From an optimization exercise on the open Yosys and OpenROAD flow, aimed at small area, a short achievable clock period and few clock cycles per item; shortcuts taken in it are not production practice.
No activity file was given, so power comes from the tool's default toggle rates.

==> inputs of trial 39 <==
==> flow/design.v (excerpt) <==
module eyeriss_conv (
	input clk,
	input reset,
	input [15:0] act_in,
	input [15:0] filt_in,
	input load_en_wght,
	input load_en_act,
	input start,
	output [47:0] pe_out,
	output logic compute_done,
	output logic load_done
);
clock: 10.0 ns
lec_check: 0
abc_clock_period_in_ps: 3000
cap_margin: 20
core_margin: 2
core_utilization: 65
slew_margin: 20
standard.sh (not shown) runs the stock make flow with config.mk's settings and CLKGATE_MAP_FILE= SYNTH_SCRIPT=/design/flow/synth_recipe.tcl, a recipe that flattens the netlist after the stock synthesis.
==> flow/flow/run.sh <==
#!/bin/bash
# The standard ORFS flow with two changes to how the layout is made (the clock
# period and constraints are unchanged):
#  - repair_timing aims for the setup margin in flow/margin.txt;
#  - ports are buffered with buf_4 instead of the default buffer cell.
set -euo pipefail
MARGIN=$(cat flow/margin.txt)
bash standard.sh SETUP_SLACK_MARGIN=$MARGIN "BUFFER_PORTS_ARGS=-buffer_cell sky130_fd_sc_hd__buf_4" finish > standard.log 2>&1
==> flow/flow/margin.txt <==
6.8
==> build 21 (differences from trial 39) <==
--- a/flow/design.v
+++ b/flow/design.v
@@ -748,15 +748,10 @@
 	input start,
 	output [47:0] pe_out,
 	output logic compute_done,
 	output logic load_done
 );
-	logic [15:0] act_q, filt_q;
-	always_ff @(posedge clk) begin
-		act_q <= act_in;
-		filt_q <= filt_in;
-	end
 	logic la_act, lw_act, a_valid, w_valid;
 	logic [4:0] lcnt;
 	logic lw_fin;
 	assign lw_fin = lw_act && lcnt == 5'd9;
 	always_ff @(posedge clk) begin
@@ -796,25 +791,23 @@
 			end
 		end
 	end
 	logic [15:0] W [0:8];
 	always_ff @(posedge clk) begin
-		if (lw_act) begin
-			W[0] <= filt_q;
+		if (load_en_wght || (lw_act && lcnt != 5'd9)) begin
+			W[0] <= filt_in;
 			for (int k = 1; k < 9; k++) W[k] <= W[k-1];
 		end
 	end
 	logic [15:0] A [0:24];
-	logic [15:0] src;
 	logic [4:0] ph;
-	assign src = la_act ? act_q : A[24];
 	always_ff @(posedge clk) begin
-		A[0] <= src;
+		A[0] <= (load_en_act || (la_act && lcnt != 5'd25)) ? act_in : A[24];
 		for (int k = 1; k < 25; k++) A[k] <= A[k-1];
 	end
 	always_ff @(posedge clk) begin
-		if (la_act && lcnt == 5'd25) ph <= 5'd0;
+		if (la_act && lcnt == 5'd24) ph <= 5'd0;
 		else ph <= (ph == 5'd24) ? 5'd0 : ph + 5'd1;
 	end
 	logic run, live, req;
 	logic [5:0] e;
 	logic [2:0] rdy, rdy_nx;
@@ -865,42 +858,42 @@
 			default: ;
 		endcase
 	end
 	always_comb begin
 		case (xs0)
-			3'd0: xn0 = A[1];
-			3'd1: xn0 = A[2];
-			3'd2: xn0 = A[3];
-			3'd3: xn0 = A[4];
-			3'd4: xn0 = A[6];
-			3'd5: xn0 = A[7];
-			default: xn0 = A[8];
+			3'd0: xn0 = A[2];
+			3'd1: xn0 = A[3];
+			3'd2: xn0 = A[4];
+			3'd3: xn0 = A[5];
+			3'd4: xn0 = A[7];
+			3'd5: xn0 = A[8];
+			default: xn0 = A[9];
 		endcase
 	end
 	always_comb begin
 		case (xs1)
-			3'd0: xn1 = A[0];
-			3'd1: xn1 = A[1];
-			3'd2: xn1 = A[2];
-			3'd3: xn1 = A[3];
-			3'd4: xn1 = A[5];
-			3'd5: xn1 = A[6];
-			default: xn1 = A[7];
+			3'd0: xn1 = A[1];
+			3'd1: xn1 = A[2];
+			3'd2: xn1 = A[3];
+			3'd3: xn1 = A[4];
+			3'd4: xn1 = A[6];
+			3'd5: xn1 = A[7];
+			default: xn1 = A[8];
 		endcase
 	end
 	always_comb begin
 		case (xs2)
-			3'd0: xn2 = src;
-			3'd1: xn2 = A[0];
-			3'd2: xn2 = A[1];
-			3'd3: xn2 = A[2];
-			3'd4: xn2 = A[4];
-			3'd5: xn2 = A[5];
-			default: xn2 = A[6];
+			3'd0: xn2 = A[0];
+			3'd1: xn2 = A[1];
+			3'd2: xn2 = A[2];
+			3'd3: xn2 = A[3];
+			3'd4: xn2 = A[5];
+			3'd5: xn2 = A[6];
+			default: xn2 = A[7];
 		endcase
 	end
-	assign restart = load_en_act || (!lw_fin && req && !la_act && ph == 5'd24);
+	assign restart = load_en_act || (!lw_fin && req && !la_act && ph == 5'd0);
 	always_ff @(posedge clk) begin
 		if (reset || restart) begin
 			p_ld <= 1'b0; p_xs0 <= 3'd0; p_xs1 <= 3'd0; p_xs2 <= 3'd0; p_wsel <= 2'd0;
 			p_awe <= 1'b0; p_aidx <= 4'd0; p_afirst <= 1'b0; p_arow <= 2'd0; p_alast <= 1'b0;
 			ld <= 1'b0; xs0 <= 3'd0; xs1 <= 3'd0; xs2 <= 3'd0; wsel <= 2'd0;
@@ -937,11 +930,11 @@
 				live <= 1'b1;
 				e <= 6'd1;
 				req <= 1'b0;
 			end else if (lw_fin) begin
 				req <= a_valid;
-			end else if (req && !la_act && ph == 5'd24) begin
+			end else if (req && !la_act && ph == 5'd0) begin
 				run <= 1'b1;
 				live <= 1'b0;
 				e <= 6'd1;
 				req <= 1'b0;
 			end
==> notes <==
Build 21 passed the timing, design-rule and antenna checks. Trial 39 finished with timing, DRC and antenna clean. Against trial 39, the via count of build 21 is smaller by about 2.3%. Clock-buffer cell count: trial 39 is lower than build 21 (5). Between trial 39 and build 21, the lower clock power is in trial 39 (gap about 3%, measured against build 21). In trial 39 the global-route usage is higher than in build 21, by 1.3 points. First-iteration DRC count: build 21 is lower than trial 39 (about 13%). Against build 21, the maximum frequency of trial 39 is lower by about 0.53%. In build 21 the area after synthesis is smaller than in trial 39, by 1.7%. Power: build 21 is larger than trial 39 (about 11%). Of build 21 and trial 39, trial 39 has the higher sequential share of layout area (gap 0.54 points). Sequential power: build 21 is larger than trial 39 (about 3%).
==> figures <==
                                                                 trial 39     build 21
Share of power burned in combinational logic                        28.3%        33.4%
Power Density                                                 264 nW/um^2  297 nW/um^2
CLK BUF                                                               147          152
Simple-gate share of the synthesized area                           7.09%        7.18%
Result of the run                        no timing/DRC/antenna violations  no timing/DRC/antenna violations
Non-clock inverters                                                   195          174
Clock Network Area Fraction                                         7.09%        7.50%
Stages on the worst setup path                                          1           11
Worst R2R Path Depth                                                    9           11
Crit path max-delay cell type                                     dfxtp_1         fa_1
Total core area                                                68300 um^2   67200 um^2
Final-layout fill cell count                                         4504         4487
Non-Clock Buffer Area Fraction                                      2.47%        2.38%
Number of non-clock buffers                                           156          144
Worst-case hold path end point                                  A[22][14]    A[23][13]
Diodes inserted                                                         0            3
Area fraction of the dominant cell type after synthesis             42.3%        41.5%
Final wirelength                                                   124 mm       118 mm
FFs & Latches                                                        1137         1105
Maximum number of pins on one net before global-route repair           86           85
Std cell rows                                                          96           95
No functional check of the RTL was part of any run of this note.

-- what the ideal ports hide --
No port has a modelled driver above. Below, the same layouts with a new extraction and two added sets of constraints.
Step 1, drivers: a clkbuf_16 drives clk and a buf_2 each remaining input, both assumed.
Step 2, shift: input delay + t, output delay - t, t = (earliest + latest rising clock arrival at the registers) / 2. This alone moves slack from input paths to output paths.
a / b / c = no drivers / after step 1 / after step 2; a / b = the first two.
run	t, ns	setup WS [ns]	worst hold slack (ns)	clock arrival spread, ns	cell pins on the clock port's net
trial 39	0.745	6.772 / 6.705 / 6.122	0.324 / 0.324 / 0.324	0.060 / 0.060	1
build 21	0.727	6.789 / 6.758 / 6.183	0.324 / 0.324 / 0.324	0.072 / 0.072	1
After both steps every run listed still meets setup and hold. The setup slack of trial 39, which loses most, moves by -0.067 ns with the drivers and by -0.650 ns with both steps.
